This is an optimization exercise on Yosys and OpenROAD, whose aim is small area, not a production implementation. Only simulation tests tie the RTL to the original design; equivalence was not proved. No driver is modelled on the clock port, so clock power and skew are understated where the tree is cut down; a real chip needs a root buffer or a tree. Power figures rest on the tool's default switching activity, not on a simulated workload.

==> flow/flow/run.sh <==
#!/bin/bash
# Standard synthesis, then the combinational logic between the standard
# synthesis's registers is re-mapped by ABC for area (registers, their names
# and cells untouched; several ABC seeds in parallel, the smallest result kept),
# then the standard layout from that netlist, with buf_1 port buffers and a
# clock tree of a single clkbuf_16 (flow/post_cts.tcl collapses the CTS tree).
set -euo pipefail
HERE=$(pwd)
RES=$HERE/orfs/results/$FLOW_PLATFORM/top/base
YOSYS=$(command -v yosys || echo "$FLOW_HOME/../tools/install/yosys/bin/yosys")
LIB=$FLOW_HOME/platforms/$FLOW_PLATFORM/lib/sky130_fd_sc_hd__tt_025C_1v80.lib

bash standard.sh synth > std_synth.log 2>&1
cp "$RES/1_2_yosys.v" "$HERE/std_1_2_yosys.v"

SEEDS="1 2 3 4"
for S in $SEEDS; do
  sed -e "s#@S@#$S#g" -e "s#@T@#${DEEPSYN_T:-120}#g" flow/area.abc > "area_$S.abc"
  sed -e "s#@LIB@#$LIB#g" -e "s#@IN@#$HERE/std_1_2_yosys.v#g" -e "s#@OUT@#$HERE/reopt_$S.v#g" \
      -e "s#@ABC@#$HERE/area_$S.abc#g" -e "s#reopt_stat.txt#reopt_stat_$S.txt#g" flow/reopt.ys > "reopt_$S.ys"
  "$YOSYS" -l "reopt_$S.log" -q "reopt_$S.ys" > "reopt_stdout_$S.log" 2>&1 &
done
wait
BEST=""; BESTA=""
for S in $SEEDS; do
  [ -s "reopt_$S.v" ] || continue
  A=$(awk '/Chip area/ {print $NF}' "reopt_stat_$S.txt")
  if [ -z "$BEST" ] || awk -v a="$A" -v b="$BESTA" 'BEGIN {exit !(a < b)}'; then BEST=$S; BESTA=$A; fi
done
echo "best seed $BEST area $BESTA" > reopt_choice.txt
cp "$HERE/reopt_$BEST.v" "$RES/1_2_yosys.v"
rm -f "$RES/1_synth.odb" "$RES/1_synth.sdc"

export BUFFER_PORTS_ARGS="-buffer_cell sky130_fd_sc_hd__buf_1"
export CTS_ARGS="-sink_clustering_enable -repair_clock_nets -buf_list sky130_fd_sc_hd__clkbuf_8 -root_buf sky130_fd_sc_hd__clkbuf_16 -sink_clustering_size 30 -dont_use_dummy_load"
export POST_CTS_TCL=$HERE/flow/post_cts.tcl
bash standard.sh finish > std_finish.log 2>&1
==> flow/flow/area.abc <==
strash
&get -n
&deepsyn -T @T@ -S @S@
&put
&get -n
&dch -f
&nf -R 1000
&put
==> flow/flow/post_cts.tcl <==
# Collapse the clock tree to a single buffer: every clock sink is moved from the
# leaf buffers' nets onto the root buffer's net, and the leaf buffers removed.
set block [ord::get_db_block]
set clk_net [$block findNet clk]
set roots {}
foreach it [$clk_net getITerms] {
  set inst [$it getInst]
  if { [string match "*clkbuf*" [[$inst getMaster] getName]] } { lappend roots $inst }
}
puts "clock collapse: [llength $roots] root buffer(s) on clk"
if { [llength $roots] == 1 } {
  set root [lindex $roots 0]
  set rootnet [[$root findITerm X] getNet]
  set leaves {}
  foreach it [$rootnet getITerms] {
    if { [$it isOutputSignal] } { continue }
    set inst [$it getInst]
    if { [string match "*clkbuf*" [[$inst getMaster] getName]] } { lappend leaves $inst }
  }
  foreach leaf $leaves {
    set lnet [[$leaf findITerm X] getNet]
    set sinks {}
    foreach it [$lnet getITerms] {
      if { [$it getInst] != $leaf } { lappend sinks $it }
    }
    foreach it $sinks { $it disconnect; $it connect $rootnet }
    [$leaf findITerm A] disconnect
    [$leaf findITerm X] disconnect
    odb::dbInst_destroy $leaf
    odb::dbNet_destroy $lnet
    puts "clock collapse: removed [$leaf getName], moved [llength $sinks] sinks"
  }
  if { [info exists ::env(CLK_ROOT_CELL)] } {
    $root swapMaster [[ord::get_db] findMaster $::env(CLK_ROOT_CELL)]
  }
  estimate_parasitics -placement
  report_clock_skew
  report_check_types -max_slew -max_capacitance -violators
}
==> flow/flow/reopt.ys <==
read_liberty -ignore_miss_func -overwrite -setattr liberty_cell @LIB@
read_verilog @IN@
hierarchy -top top
setattr -mod -set keep_hierarchy 1 sky130_fd_sc_hd__dfxtp_1
flatten top
opt_clean -purge top
select top
abc -script @ABC@ -liberty @LIB@ -dont_use *lpflow* -dont_use *probe*
setundef -zero
splitnets
opt_clean -purge
hilomap -singleton -hicell sky130_fd_sc_hd__conb_1 HI -locell sky130_fd_sc_hd__conb_1 LO
insbuf -buf sky130_fd_sc_hd__buf_4 A X
opt_clean -purge
tee -o reopt_stat.txt stat -liberty @LIB@
select -clear
delete A:liberty_cell
write_verilog -noattr -nohex -nodec @OUT@
==> flow/standard.sh <==
#!/bin/bash
# synth_recipe.tcl (not shown) runs the flow's synth.tcl, then flattens the netlist and writes it again
# the make line also repeats each setting of config.mk as NAME=value (left out here)
make -C /OpenROAD-flow-scripts/flow DESIGN_CONFIG=/design/flow/config.mk WORK_HOME=/design/flow/orfs CLKGATE_MAP_FILE= SYNTH_SCRIPT=/design/flow/synth_recipe.tcl "${@:-finish}"
==> flow/config.mk <==
export PLATFORM = sky130hd
export DESIGN_NAME = top
export DESIGN_NICKNAME = top
export VERILOG_FILES = /design/flow/design.v
export SDC_FILE = /design/flow/constraint.sdc
export NUM_CORES = 4
export LEC_CHECK = 0
export CAP_MARGIN = 20
export CORE_MARGIN = 2
export CORE_UTILIZATION = 40
export SLEW_MARGIN = 20
==> flow/constraint.sdc <==
create_clock -name core_clock -period 5.0 [get_ports {clk}]
set_input_delay 1.0000 -clock core_clock [delete_from_list [all_inputs] [get_ports {clk}]]
set_output_delay 1.0000 -clock core_clock [all_outputs]
set_load 0.01 [all_outputs]
==> flow/design.v <==
module top #(
    parameter PWM_INTERVAL = 600
)(
    input  logic clk,
    input  logic rst,
    output logic RGB_R,
    output logic RGB_G,
    output logic RGB_B
);
    logic [1:0] s;    
    logic [7:0] q;    
    logic [5:0] b;    
    logic [8:0] u;    
    logic       bT;   
    wire s_wrap = s[1];                                    
    wire q_wrap = q[7] & q[6] & q[2] & q[1] & q[0];        
    wire b_wrap = (b == 6'd26);                            
    wire u_wrap = u[8] & u[7] & u[3] & u[2] & u[0];        
    wire e200 = (!s[1] && !s[0] && q == 8'd0) || (s[1] && q == 8'd66) || (s[0] && q == 8'd133);
    wire step = e200 && (b == 6'd1);
    always_ff @(posedge clk) begin
        if (rst) begin
            s  <= 2'd0;
            q  <= 8'd0;
            b  <= 6'd1;
            u  <= 9'd197;
            bT <= 1'b1;
        end else begin
            s <= s_wrap ? 2'd0 : s + 2'd1;
            if (s_wrap)
                q <= q_wrap ? 8'd0 : q + 8'd1;
            if (e200)
                b <= b_wrap ? 6'd1 : {b[4:0], b[5] ^ b[4]};
            if (step) begin
                u <= u_wrap ? 9'd0 : u + 9'd1;
                if (u == 9'd165) bT <= 1'b0;
            end
        end
    end
    wire gT = bT && !(u >= 9'd133 && u <= 9'd165);
    wire red0 = bT && (u == 9'd198);
    wire [10:0] D = 11'd512 + {3'b0, q} - {2'b0, u};    
    wire [9:0]  S = {2'b0, q} + {1'b0, u};
    function automatic logic chan(input logic [8:0] u, input logic [10:0] D,
                                  input logic [9:0] S, input logic [8:0] c, input logic lt);
        if (u >= c)
            chan = (D >= 11'd512 + {10'd0, lt} - {2'b0, c}) || (S >= 10'd398 + c + lt);
        else
            chan = (S >= c + lt);
    endfunction
    assign RGB_R = !red0 && chan(u, D, S, 9'd0, 1'b0);
    assign RGB_G = gT ? chan(u, D, S, 9'd132, !s[1]) : chan(u, D, S, 9'd133, 1'b0);
    assign RGB_B = bT ? chan(u, D, S, 9'd165, !s[1] && !s[0]) : chan(u, D, S, 9'd166, 1'b0);
endmodule
==> results.json, run 1 <==
{
  "status": "finished clean",
  "fin_tns_setup_ns": 0,
  "dieHeight_um": 67.1,
  "reg2reg_to": "u[7]$_SDFFE_PP1P_",
  "antenna_found_initial": 0,
  "start_util_pct": 42.5,
  "pre_cts_ws_ns": 0.677,
  "arrival_ns": 3.53,
  "row_count": 22,
  "routedWlPerCell_um": 13.4,
  "holdPathEnd": "s[0]$_SDFF_PP0_",
  "hold_start": "s[0]$_SDFF_PP0_",
  "final_cell_mix": "dfxtp_1, nor2_1, a21oi_1",
  "r2r_setup_slack_ns": 2.22,
  "worst_setup_path_end_kind": "primary output",
  "nets": 215,
  "r2r_start": "q[7]$_SDFFE_PP0P_",
  "insertedDiodeCount": 0,
  "final_cell_count_no_fill": 259,
  "drt_iter0_drc": 96,
  "die_w_um": 67.1,
  "drc_errors": 0,
  "fin_crit_sh_pct": 90.6,
  "portBuffers": 4,
  "cts_num_sinks": 26,
  "vdd_ir_drop_max_uv": 183,
  "finalWorstSetupSlack_ns": 0.468,
  "insertion_delay_ns": 0.16,
  "use_met3_pct": 1.69,
  "clk_pin_slew_ns": 0.10,
  "grt_use_total_pct": 18.8,
  "area_growth_pct": 6.29,
  "grt_first_pass_wirelength_um": 5950,
  "power_uw": 425,
  "grt_overflow": 0,
  "final.setup_skew_ns": 0.00794,
  "yosysWarnings": 1,
  "path_common_cell": "maj3_1",
  "worstPathRequired_ns": 4.00,
  "whs_ns": 0.472,
  "postSynthAreaPerCell_sq_um": 7.73,
  "drt_pre_antenna_iters": 7,
  "crit_type": "flip-flop to primary output",
  "drt_wl_total_um": 3470,
  "cp_cell_sequence": "nand2_1 > a21oi_1 > maj3_1 > maj3_1 > maj3_1 > a21oi_1 > nor2_1 > maj3_1 > o21a_1 > a2111oi_0 > o31ai_1 > buf_1",
  "worst-slew-pin-transition_ns": 0.605,
  "syn_nets": 208,
  "multi_input_area_sq_um": 1040,
  "hold_path_depth": 1,
  "layout_commonest_cell": "dfxtp_1",
  "period_needed_ns": 4.53,
  "boundaryPins": 5,
  "busiest_layer": "met2",
  "slew_headroom_pct": 59.6,
  "setup_viol": 0,
  "rsz0062_at_grt": "false",
  "r2r_cells": 10,
  "ant_nets": 0,
  "core-area_sq_um": 3740,
  "fmax_ghz": 0.221,
  "place_congestion": 0.810,
  "dp_hpwl_um": 2660,
  "grt_max_degree": 27,
  "cap_violations": 0,
  "path_max_fanout": 9,
  "hold_violations": 0,
  "gr-usage-met2_pct": 30.9,
  "drv_slew": 0,
  "vias": 1495,
  "post_drt_via_cell_ratio": 5.77,
  "fill_cells": 406,
  "dpl.cell_count": 258,
  "power.density_nw_per_um2": 251,
  "drive_gt1_share_pct": 0.474,
  "syn_inst": 206,
  "syn-cell-area_sq_um": 1590,
  "ff_latch_area_sq_um": 520,
  "fp.dieArea_sq_um": 4500,
  "use_met1_pct": 27.2,
  "grt_pass1_vias": 1312,
  "start_kind": "flip-flop",
  "slowest_delay_ns": 0.40,
  "slowest_stage": "dfxtp_1",
  "min_path_type": "flip-flop to flip-flop",
  "total_leakage_power_uw": 0.000598
}
-- power breakdown --
group	total, uW	leakage, uW	internal (uW)	switching [uW]
combinational	102	0.000374	42.9	59.3
sequential	233	0.000211	218	15.4
clock	89.5	0.0000123	36.9	52.5
total	425	0.000598	298	127
-- stage by stage --
step | area, sq um | util [%]
6_report | 1690 | 45.2
5_1_grt | 1690 | 45.2
3_5_place_dp | 1670 | 44.5
3_3_place_gp | 1670 | 44.5
2_1_floorplan | 1590 | -
-- critical path, delay by kind of cell, from the launching register on --
family                     cells  cell delay (ns)
adders and majority gates      4             1.58
buffers and inverters          1             0.14
and+or+nand+nor                2             0.21
DFF                            1             0.40
AOI/OAI and AO/OA              5             1.05
-- sequential cells by signal, summed over array words and instances (netlist names) --
| name | cells |
|---|---|
| b | 6 |
| u | 9 |
| q | 8 |
| s | 2 |
| bT | 1 |
-- worst max-delay path by stage --
stage	from	endpoint	cells after the start
floorplan	q[0]$_SDFFE_PP0P_	RGB_R	11
global route	q[0]$_SDFFE_PP0P_	RGB_R	12
finish	q[0]$_SDFFE_PP0P_	RGB_R	12
detailed placement	q[0]$_SDFFE_PP0P_	RGB_R	12
global placement	q[0]$_SDFFE_PP0P_	RGB_R	12
-- routing by layer --
metal	up-vias	wire length (um)
met5	-	0
met4	0	13
met3	2	127
met2	29	1630
met1	688	1690
li1	776	-
-- area by class of cell --
| cell class | instances | area share (%) |
|---|---|---|
| Timing Repair Buffer | 4 | 0.888 |
| Tap cell | 48 | 3.55 |
| Inverter | 8 | 1.78 |
| Multi-Input combinational cell | 172 | 61.5 |
| Sequential cell | 26 | 30.8 |
| Clock buffer | 1 | 1.48 |
==> run 2: changes to the inputs <==
--- a/flow/flow/run.sh
+++ b/flow/flow/run.sh
@@ -13,13 +13,17 @@
 bash standard.sh synth > std_synth.log 2>&1
 cp "$RES/1_2_yosys.v" "$HERE/std_1_2_yosys.v"
 
-SEEDS="1 2 3 4"
-for S in $SEEDS; do
+SEEDS="1 2 3 4 5 6 7 8"
+reopt() {
+  local S=$1
   sed -e "s#@S@#$S#g" -e "s#@T@#${DEEPSYN_T:-120}#g" flow/area.abc > "area_$S.abc"
   sed -e "s#@LIB@#$LIB#g" -e "s#@IN@#$HERE/std_1_2_yosys.v#g" -e "s#@OUT@#$HERE/reopt_$S.v#g" \
       -e "s#@ABC@#$HERE/area_$S.abc#g" -e "s#reopt_stat.txt#reopt_stat_$S.txt#g" flow/reopt.ys > "reopt_$S.ys"
-  "$YOSYS" -l "reopt_$S.log" -q "reopt_$S.ys" > "reopt_stdout_$S.log" 2>&1 &
-done
+  "$YOSYS" -l "reopt_$S.log" -q "reopt_$S.ys" > "reopt_stdout_$S.log" 2>&1 || true
+}
+for S in 1 2 3 4; do reopt $S & done
+wait
+for S in 5 6 7 8; do reopt $S & done
 wait
 BEST=""; BESTA=""
 for S in $SEEDS; do
==> results.json, run 2 <==
{
  "status": "finished clean",
  "layout_commonest_cell": "dfxtp_1",
  "total_leakage_power_uw": 0.000598,
  "drc_errors": 0,
  "boundaryPins": 5,
  "dr_wl_met2_um": 1630,
  "ant_nets": 0,
  "clk_pin_slew_ns": 0.10,
  "seqPwrFrac_pct": 54.9,
  "row_count": 22,
  "fmax_ghz": 0.221,
  "syn_nets": 208,
  "drive_gt1_share_pct": 0.474,
  "die_w_um": 67.1,
  "hold_violations": 0,
  "met1_length_um": 1690,
  "fp.dieArea_sq_um": 4500,
  "start_util_pct": 42.5,
  "worstPathRequired_ns": 4.00,
  "setup_viol": 0,
  "syn_inst": 206,
  "worst_setup_path_end_kind": "primary output",
  "placed_area_sq_um": 1670,
  "worst-slew-pin-transition_ns": 0.605,
  "switchingPower_uw": 127,
  "postSynthAreaPerCell_sq_um": 7.73,
  "p_sw_share_pct": 29.9,
  "core-area_sq_um": 3740,
  "portBuffers": 4,
  "insertedDiodeCount": 0,
  "drv_slew": 0,
  "cap_violations": 0,
  "internal_power_uw": 298,
  "fin_crit_sh_pct": 90.6,
  "grt_pass1_vias": 1312,
  "grt_max_degree": 27,
  "slew_headroom_pct": 59.6,
  "dieHeight_um": 67.1,
  "comb_power_share_pct": 24.1,
  "largest_reg_flops": 9,
  "drt_wl_total_um": 3470,
  "top_regs": "u: 9 flops, q: 8 flops, b: 6 flops",
  "vdd_ir_drop_max_uv": 183,
  "insertion_delay_ns": 0.16,
  "dp_hpwl_um": 2660,
  "drt_iter0_drc": 96,
  "antenna_found_initial": 0,
  "p_clk_share_pct": 21.1,
  "final_cell_mix": "dfxtp_1, nor2_1, a21oi_1",
  "cts_num_sinks": 26,
  "crit_type": "flip-flop to primary output",
  "path_max_fanout": 9,
  "dr_wl_met3_um": 127,
  "start_kind": "flip-flop",
  "grt_first_pass_wirelength_um": 5950,
  "syn-cell-area_sq_um": 1590,
  "fin_tns_setup_ns": 0,
  "min_path_type": "flip-flop to flip-flop",
  "fill_cells": 406,
  "drt_pre_antenna_iters": 7,
  "top_layer": "met4",
  "nets": 215,
  "power.density_nw_per_um2": 251,
  "area_growth_pct": 6.29,
  "routedWlPerCell_um": 13.4,
  "place_congestion": 0.810,
  "final.setup_skew_ns": 0.00794,
  "post_drt_via_cell_ratio": 5.77,
  "arrival_ns": 3.53,
  "grt_overflow": 0,
  "grt_use_total_pct": 18.8,
  "yosysWarnings": 1,
  "period_needed_ns": 4.53,
  "rsz0062_at_grt": "false",
  "vias": 1495,
  "top_register": "u",
  "final_cell_area_sq_um": 1690
}
run 2: metrics by stage:
stage | util [%] | cells | hold slack, ns | total power, uW | worst slack (ns)
2_1_floorplan | - | 206 | 0.426 | 318 | 0.955
3_3_place_gp | 44.5 | 258 | 0.453 | 341 | 0.752
3_5_place_dp | 44.5 | 258 | 0.459 | 340 | 0.677
5_1_grt | 45.2 | 259 | 0.506 | 453 | 0.202
6_report | 45.2 | 259 | 0.472 | 425 | 0.468
run 2: power by group through the flow:
stage / logic (uW) / clock network [uW] / registers, uW
finish: 102 / 89.5 / 233
global route: 117 / 100 / 236
global placement: 103 / 0 / 237
floorplan: 83.7 / 0 / 234
detailed placement: 102 / 0 / 238
run 2: worst paths after layout:
kind	startpoint	end	slack (ns)	cells past startpoint
min	s[0]$_SDFF_PP0_	s[0]$_SDFF_PP0_	0.47	1
min reg2reg	s[0]$_SDFF_PP0_	s[0]$_SDFF_PP0_	0.47	1
max reg2reg	q[7]$_SDFFE_PP0P_	u[7]$_SDFFE_PP1P_	2.22	10
max	q[0]$_SDFFE_PP0P_	RGB_R	0.47	12
run 2: worst max-delay path, cell delays in order (launching register included):
cell	delay (ns)
dfxtp_1	0.40
nand2_1	0.13
a21oi_1	0.10
maj3_1	0.40
maj3_1	0.40
maj3_1	0.39
a21oi_1	0.22
nor2_1	0.08
maj3_1	0.39
o21a_1	0.20
a2111oi_0	0.40
o31ai_1	0.13
buf_1	0.14
run 2: cell type report:
| class | instances | area (sq um) | share of cell area, % |
|---|---|---|---|
| clock buffer | 1 | 25.0 | 1.48 |
| inverter | 8 | 30.0 | 1.78 |
| multi-input combinational | 172 | 1040 | 61.5 |
| sequential | 26 | 520 | 30.8 |
| tap | 48 | 60.1 | 3.55 |
| timing repair buffer | 4 | 15.0 | 0.888 |
run 2: routing by layer:
layer  up-vias  GRT usage [%]
met4         0           2.04
met3         2           1.69
met2        29           30.9
met1       688           27.2
li1        776              -
met5         -              0
==> run 3: changes to the inputs <==
--- a/flow/design.v
+++ b/flow/design.v
@@ -41,14 +41,12 @@
     wire red0 = bT && (u == 9'd198);
     wire [10:0] D = 11'd512 + {3'b0, q} - {2'b0, u};    
     wire [9:0]  S = {2'b0, q} + {1'b0, u};
-    function automatic logic chan(input logic [8:0] u, input logic [10:0] D,
-                                  input logic [9:0] S, input logic [8:0] c, input logic lt);
-        if (u >= c)
-            chan = (D >= 11'd512 + {10'd0, lt} - {2'b0, c}) || (S >= 10'd398 + c + lt);
-        else
-            chan = (S >= c + lt);
+    function automatic logic chan(input logic [10:0] D, input logic [9:0] S,
+                                  input logic [8:0] c, input logic lt);
+        chan = ((D >= 11'd512 + {10'd0, lt} - {2'b0, c}) && (S >= {1'b0, c} + {9'd0, lt}))
+            || (S >= 10'd398 + {1'b0, c} + {9'd0, lt});
     endfunction
-    assign RGB_R = !red0 && chan(u, D, S, 9'd0, 1'b0);
-    assign RGB_G = gT ? chan(u, D, S, 9'd132, !s[1]) : chan(u, D, S, 9'd133, 1'b0);
-    assign RGB_B = bT ? chan(u, D, S, 9'd165, !s[1] && !s[0]) : chan(u, D, S, 9'd166, 1'b0);
+    assign RGB_R = !red0 && chan(D, S, 9'd0, 1'b0);
+    assign RGB_G = gT ? chan(D, S, 9'd132, !s[1]) : chan(D, S, 9'd133, 1'b0);
+    assign RGB_B = bT ? chan(D, S, 9'd165, !s[1] && !s[0]) : chan(D, S, 9'd166, 1'b0);
 endmodule
==> results.json, run 3 <==
{
  "start_kind": "flip-flop",
  "dieHeight_um": 67.0,
  "p_sw_share_pct": 29.7,
  "boundaryPins": 5,
  "internal_power_uw": 297,
  "postSynthAreaPerCell_sq_um": 7.60,
  "insertion_delay_ns": 0.16,
  "final_cell_mix": "dfxtp_1, nor2_1, nand2_1",
  "hold_start": "s[0]$_SDFF_PP0_",
  "fmax_ghz": 0.224,
  "power.density_nw_per_um2": 250,
  "r2r_start": "q[2]$_SDFFE_PP0P_",
  "hold_violations": 0,
  "worstPathRequired_ns": 4.00,
  "area_growth_pct": 6.30,
  "grt_overflow": 0,
  "grt_max_degree": 27,
  "drv_slew": 0,
  "place_congestion": 0.848,
  "post_drt_via_cell_ratio": 5.63,
  "top_register": "u",
  "setup_viol": 0,
  "core-area_sq_um": 3740,
  "seqPwrFrac_pct": 55.1,
  "drt_wl_total_um": 3450,
  "row_count": 22,
  "r2r_cells": 10,
  "syn_inst": 209,
  "syn-cell-area_sq_um": 1590,
  "clk_pin_slew_ns": 0.10,
  "drt_iter0_drc": 126,
  "r2r_setup_slack_ns": 2.24,
  "final.setup_skew_ns": 0.00804,
  "top_regs": "u: 9 flops, q: 8 flops, b: 6 flops",
  "grt_pass1_vias": 1307,
  "use_met1_pct": 25.7,
  "crit_type": "flip-flop to primary output",
  "cts_num_sinks": 26,
  "insertedDiodeCount": 0,
  "worst-slew-pin-transition_ns": 0.583,
  "min_path_type": "flip-flop to flip-flop",
  "routedWlPerCell_um": 13.2,
  "syn_nets": 211,
  "use_met3_pct": 1.69,
  "reg2reg_to": "u[7]$_SDFFE_PP1P_",
  "fp.dieArea_sq_um": 4490,
  "layout_commonest_cell": "dfxtp_1",
  "total_leakage_power_uw": 0.000672,
  "comb_power_share_pct": 24.0,
  "fin_crit_sh_pct": 89.5,
  "grt_use_total_pct": 18.7,
  "start_util_pct": 42.4,
  "p_clk_share_pct": 20.8,
  "grt_first_pass_wirelength_um": 5840,
  "largest_reg_flops": 9,
  "hold_path_depth": 1,
  "drc_errors": 0,
  "gr-usage-met2_pct": 31.8,
  "period_needed_ns": 4.47,
  "worst_setup_path_end_kind": "primary output",
  "drive_gt1_share_pct": 0.467,
  "switchingPower_uw": 126,
  "slew_headroom_pct": 60.8,
  "portBuffers": 4,
  "vias": 1475,
  "busiest_layer": "met2",
  "fin_tns_setup_ns": 0,
  "holdPathEnd": "s[0]$_SDFF_PP0_",
  "dp_hpwl_um": 2630,
  "vdd_ir_drop_max_uv": 161,
  "arrival_ns": 3.47,
  "drt_pre_antenna_iters": 5,
  "ant_nets": 0,
  "path_max_fanout": 8,
  "antenna_found_initial": 0,
  "whs_ns": 0.496,
  "yosysWarnings": 1,
  "cap_violations": 0,
  "die_w_um": 67.0,
  "status": "finished clean",
  "rsz0062_at_grt": "false",
  "nets": 218
}
run 3: critical path, stage by stage, from the launching register on:
cell	delay, ns
dfxtp_1	0.47
xor2_1	0.39
a21oi_1	0.18
maj3_1	0.41
maj3_1	0.40
clkinv_1	0.06
nor2_1	0.04
a21oi_1	0.16
a21oi_1	0.12
nor2b_1	0.14
o21bai_1	0.16
o21ai_0	0.19
o21ai_0	0.12
nand3_1	0.09
a31oi_1	0.20
a31oi_1	0.06
buf_1	0.14
run 3: layout make-up:
type | count | area, sq um
fillers | 396 | 2050
multi-input cells | 174 | 1030
flip-flops and latches | 26 | 520
well taps | 48 | 60.1
inverters | 9 | 33.8
clock buffers | 1 | 25.0
repair buffers | 4 | 15.0
run 3: power by group through the flow:
| stage | Combinational [uW] | Sequential (uW) | Clock [uW] |
|---|---|---|---|
| 2_1_floorplan | 82.7 | 233 | 0 |
| 3_3_place_gp | 100 | 237 | 0 |
| 3_5_place_dp | 99.8 | 238 | 0 |
| 5_1_grt | 115 | 235 | 101 |
| 6_report | 102 | 233 | 88.1 |
run 3: worst max-delay path by stage:
stage	startpoint	slack, ns	end
floorplan	q[1]$_SDFFE_PP0P_	1.10	RGB_B
global placement	q[1]$_SDFFE_PP0P_	0.80	RGB_R
detailed placement	q[1]$_SDFFE_PP0P_	0.74	RGB_R
global route	q[1]$_SDFFE_PP0P_	0.13	RGB_R
finish	q[1]$_SDFFE_PP0P_	0.53	RGB_R
run 3: layer usage:
| layer | routed length [um] | share of wire [%] |
|---|---|---|
| met4 | 42 | 1.2 |
| met5 | 0 | 0 |
| met2 | 1550 | 45 |
| met1 | 1700 | 49 |
| met3 | 155 | 4.5 |
run 3: through the flow:
stage / worst slack [ns] / power [uW] / instance area [sq um] / utilization [%] / instances
2_1_floorplan: 1.10 / 316 / 1590 / - / 209
3_3_place_gp: 0.798 / 337 / 1660 / 44.5 / 261
3_5_place_dp: 0.744 / 338 / 1660 / 44.5 / 261
5_1_grt: 0.131 / 451 / 1690 / 45.1 / 262
6_report: 0.527 / 423 / 1690 / 45.1 / 262
==> run 4: changes to the inputs <==
--- a/flow/flow/run.sh
+++ b/flow/flow/run.sh
@@ -13,18 +13,18 @@
 bash standard.sh synth > std_synth.log 2>&1
 cp "$RES/1_2_yosys.v" "$HERE/std_1_2_yosys.v"
 
-SEEDS="1 2 3 4 5 6 7 8"
+SEEDS="$(seq 1 16)"
 reopt() {
   local S=$1
-  sed -e "s#@S@#$S#g" -e "s#@T@#${DEEPSYN_T:-120}#g" flow/area.abc > "area_$S.abc"
+  sed -e "s#@S@#$S#g" -e "s#@T@#${DEEPSYN_T:-90}#g" flow/area.abc > "area_$S.abc"
   sed -e "s#@LIB@#$LIB#g" -e "s#@IN@#$HERE/std_1_2_yosys.v#g" -e "s#@OUT@#$HERE/reopt_$S.v#g" \
       -e "s#@ABC@#$HERE/area_$S.abc#g" -e "s#reopt_stat.txt#reopt_stat_$S.txt#g" flow/reopt.ys > "reopt_$S.ys"
   "$YOSYS" -l "reopt_$S.log" -q "reopt_$S.ys" > "reopt_stdout_$S.log" 2>&1 || true
 }
-for S in 1 2 3 4; do reopt $S & done
-wait
-for S in 5 6 7 8; do reopt $S & done
-wait
+for BATCH in "1 2 3 4" "5 6 7 8" "9 10 11 12" "13 14 15 16"; do
+  for S in $BATCH; do reopt $S & done
+  wait
+done
 BEST=""; BESTA=""
 for S in $SEEDS; do
   [ -s "reopt_$S.v" ] || continue
==> results.json, run 4 <==
{
  "busiest_layer": "met2",
  "insertion_delay_ns": 0.16,
  "fill_cells": 395,
  "grt_first_pass_wirelength_um": 6270,
  "drc_errors": 0,
  "largest_reg_flops": 9,
  "yosysWarnings": 1,
  "switchingPower_uw": 137,
  "grt_use_total_pct": 20.1,
  "drt_wl_total_um": 3630,
  "syn_nets": 214,
  "use_met3_pct": 2.00,
  "insertedDiodeCount": 0,
  "worstPathRequired_ns": 4.00,
  "status": "finished clean",
  "crit_type": "flip-flop to primary output",
  "start_kind": "flip-flop",
  "ant_nets": 0,
  "p_clk_share_pct": 20.4,
  "period_needed_ns": 4.50,
  "total_leakage_power_uw": 0.000624,
  "dp_hpwl_um": 2760,
  "nets": 221,
  "portBuffers": 4,
  "final_cell_mix": "nor2_1, dfxtp_1, a21oi_1",
  "final.setup_skew_ns": 0.000896,
  "drt_iter0_drc": 89,
  "dieHeight_um": 67.2,
  "slew_headroom_pct": 59.3,
  "vias": 1520,
  "min_path_type": "flip-flop to flip-flop",
  "boundaryPins": 5,
  "syn_inst": 212,
  "power.density_nw_per_um2": 254,
  "internal_power_uw": 297,
  "drive_gt1_share_pct": 0.922,
  "hold_path_depth": 1,
  "clk_pin_slew_ns": 0.10,
  "seqPwrFrac_pct": 54.4,
  "fmax_ghz": 0.222,
  "drt_pre_antenna_iters": 5,
  "layout_commonest_cell": "nor2_1",
  "path_max_fanout": 7,
  "grt_pass1_vias": 1356,
  "drv_slew": 0,
  "rsz0062_at_grt": "false",
  "cts_num_sinks": 26,
  "postSynthAreaPerCell_sq_um": 7.54,
  "post_drt_via_cell_ratio": 5.74,
  "syn-cell-area_sq_um": 1600,
  "area_growth_pct": 6.73,
  "die_w_um": 67.2,
  "top_register": "u",
  "grt_max_degree": 27,
  "top_regs": "u: 9 flops, q: 8 flops, b: 6 flops",
  "fp.dieArea_sq_um": 4520,
  "vdd_ir_drop_max_uv": 144,
  "routedWlPerCell_um": 13.7,
  "place_congestion": 0.806,
  "hold_violations": 0,
  "placed_area_sq_um": 1670,
  "arrival_ns": 3.50,
  "comb_power_share_pct": 25.2,
  "worst_setup_path_end_kind": "primary output",
  "grt_overflow": 0,
  "row_count": 22,
  "final_cell_area_sq_um": 1710,
  "whs_ns": 0.488,
  "gr-usage-met2_pct": 31.6,
  "start_util_pct": 42.7,
  "r2r_cells": 11,
  "fin_tns_setup_ns": 0,
  "worst-slew-pin-transition_ns": 0.611,
  "p_sw_share_pct": 31.5,
  "use_met1_pct": 30.0,
  "fin_crit_sh_pct": 90.0,
  "cap_violations": 0,
  "core-area_sq_um": 3740,
  "setup_viol": 0,
  "antenna_found_initial": 0
}
## run 4: metal layers
metal	part of all wire [%]	wire [um]
met3	5.5	200
met4	0.94	34
met2	45	1640
met1	48	1750
met5	0	0
## run 4: layout make-up
class	count	area [sq um]	share of cell area [%]
clock buffers	1	25.0	1.47
flip-flops and latches	26	520	30.5
well taps	48	60.1	3.52
multi-input cells	176	1050	61.4
repair buffers	4	15.0	0.880
inverters	10	37.5	2.20
## run 4: final timing paths
check,start,to,slack (ns)
max,q[1]$_SDFFE_PP0P_,RGB_R,0.50
min reg2reg,s[0]$_SDFF_PP0_,s[0]$_SDFF_PP0_,0.49
min,s[0]$_SDFF_PP0_,s[0]$_SDFF_PP0_,0.49
max reg2reg,q[7]$_SDFFE_PP0P_,u[7]$_SDFFE_PP1P_,2.32
## run 4: stage by stage
| stage | setup slack, ns | total power (uW) | cells | util [%] |
|---|---|---|---|---|
| final | 0.498 | 434 | 265 | 45.6 |
| after global routing | 0.151 | 466 | 265 | 45.6 |
| after detailed placement | 0.558 | 348 | 264 | 44.7 |
| after global placement | 0.744 | 348 | 264 | 44.7 |
| after floorplan | 1.03 | 322 | 212 | - |
## run 4: worst max-delay path, stage by stage (launching register included)
cell and delay, ns:
dfxtp_1 0.48, xor2_2 0.30, clkinv_1 0.13, o21ai_0 0.27
o21ai_0 0.20, a21oi_1 0.25, maj3_1 0.26, maj3_1 0.22
clkinv_1 0.07, nand2_1 0.05, o21ai_0 0.12, o21ai_0 0.35
o21ai_0 0.15, a221o_1 0.30, nand2_1 0.06, buf_1 0.14
## run 4: power by group through the flow
stage	clock (uW)	combinational (uW)	sequential, uW
floorplan	0	86.8	235
global placement	0	108	240
detailed placement	0	108	240
global route	103	125	239
finish	88.6	109	236

separate check: timing with driven ports:
In the flow no input, the clock included, has a driving cell. The finished layouts below were timed again as built, in two steps. Step 1 assumes that a clkbuf_16 drives the clock port and a buf_2 every other input. Step 2 also shifts input and output timing later by t, the mid clock arrival at the registers, as if the neighbouring blocks saw the same clock. Three values: no drivers, after step 1, after step 2; two values: the first two.
run | t, ns | slack for setup (ns) | hold slack, ns | worst setup path after step 2
run 1 | 0.188 | 0.468 / 0.439 / 0.627 | 0.472 / 0.472 / 0.472 | register to output
run 2 | 0.188 | 0.468 / 0.439 / 0.627 | 0.472 / 0.472 / 0.472 | register to output
run 3 | 0.186 | 0.527 / 0.499 / 0.685 | 0.496 / 0.496 / 0.496 | register to output
run 4 | 0.186 | 0.498 / 0.469 / 0.655 | 0.488 / 0.488 / 0.488 | register to output
After both steps every run listed still meets setup and hold.
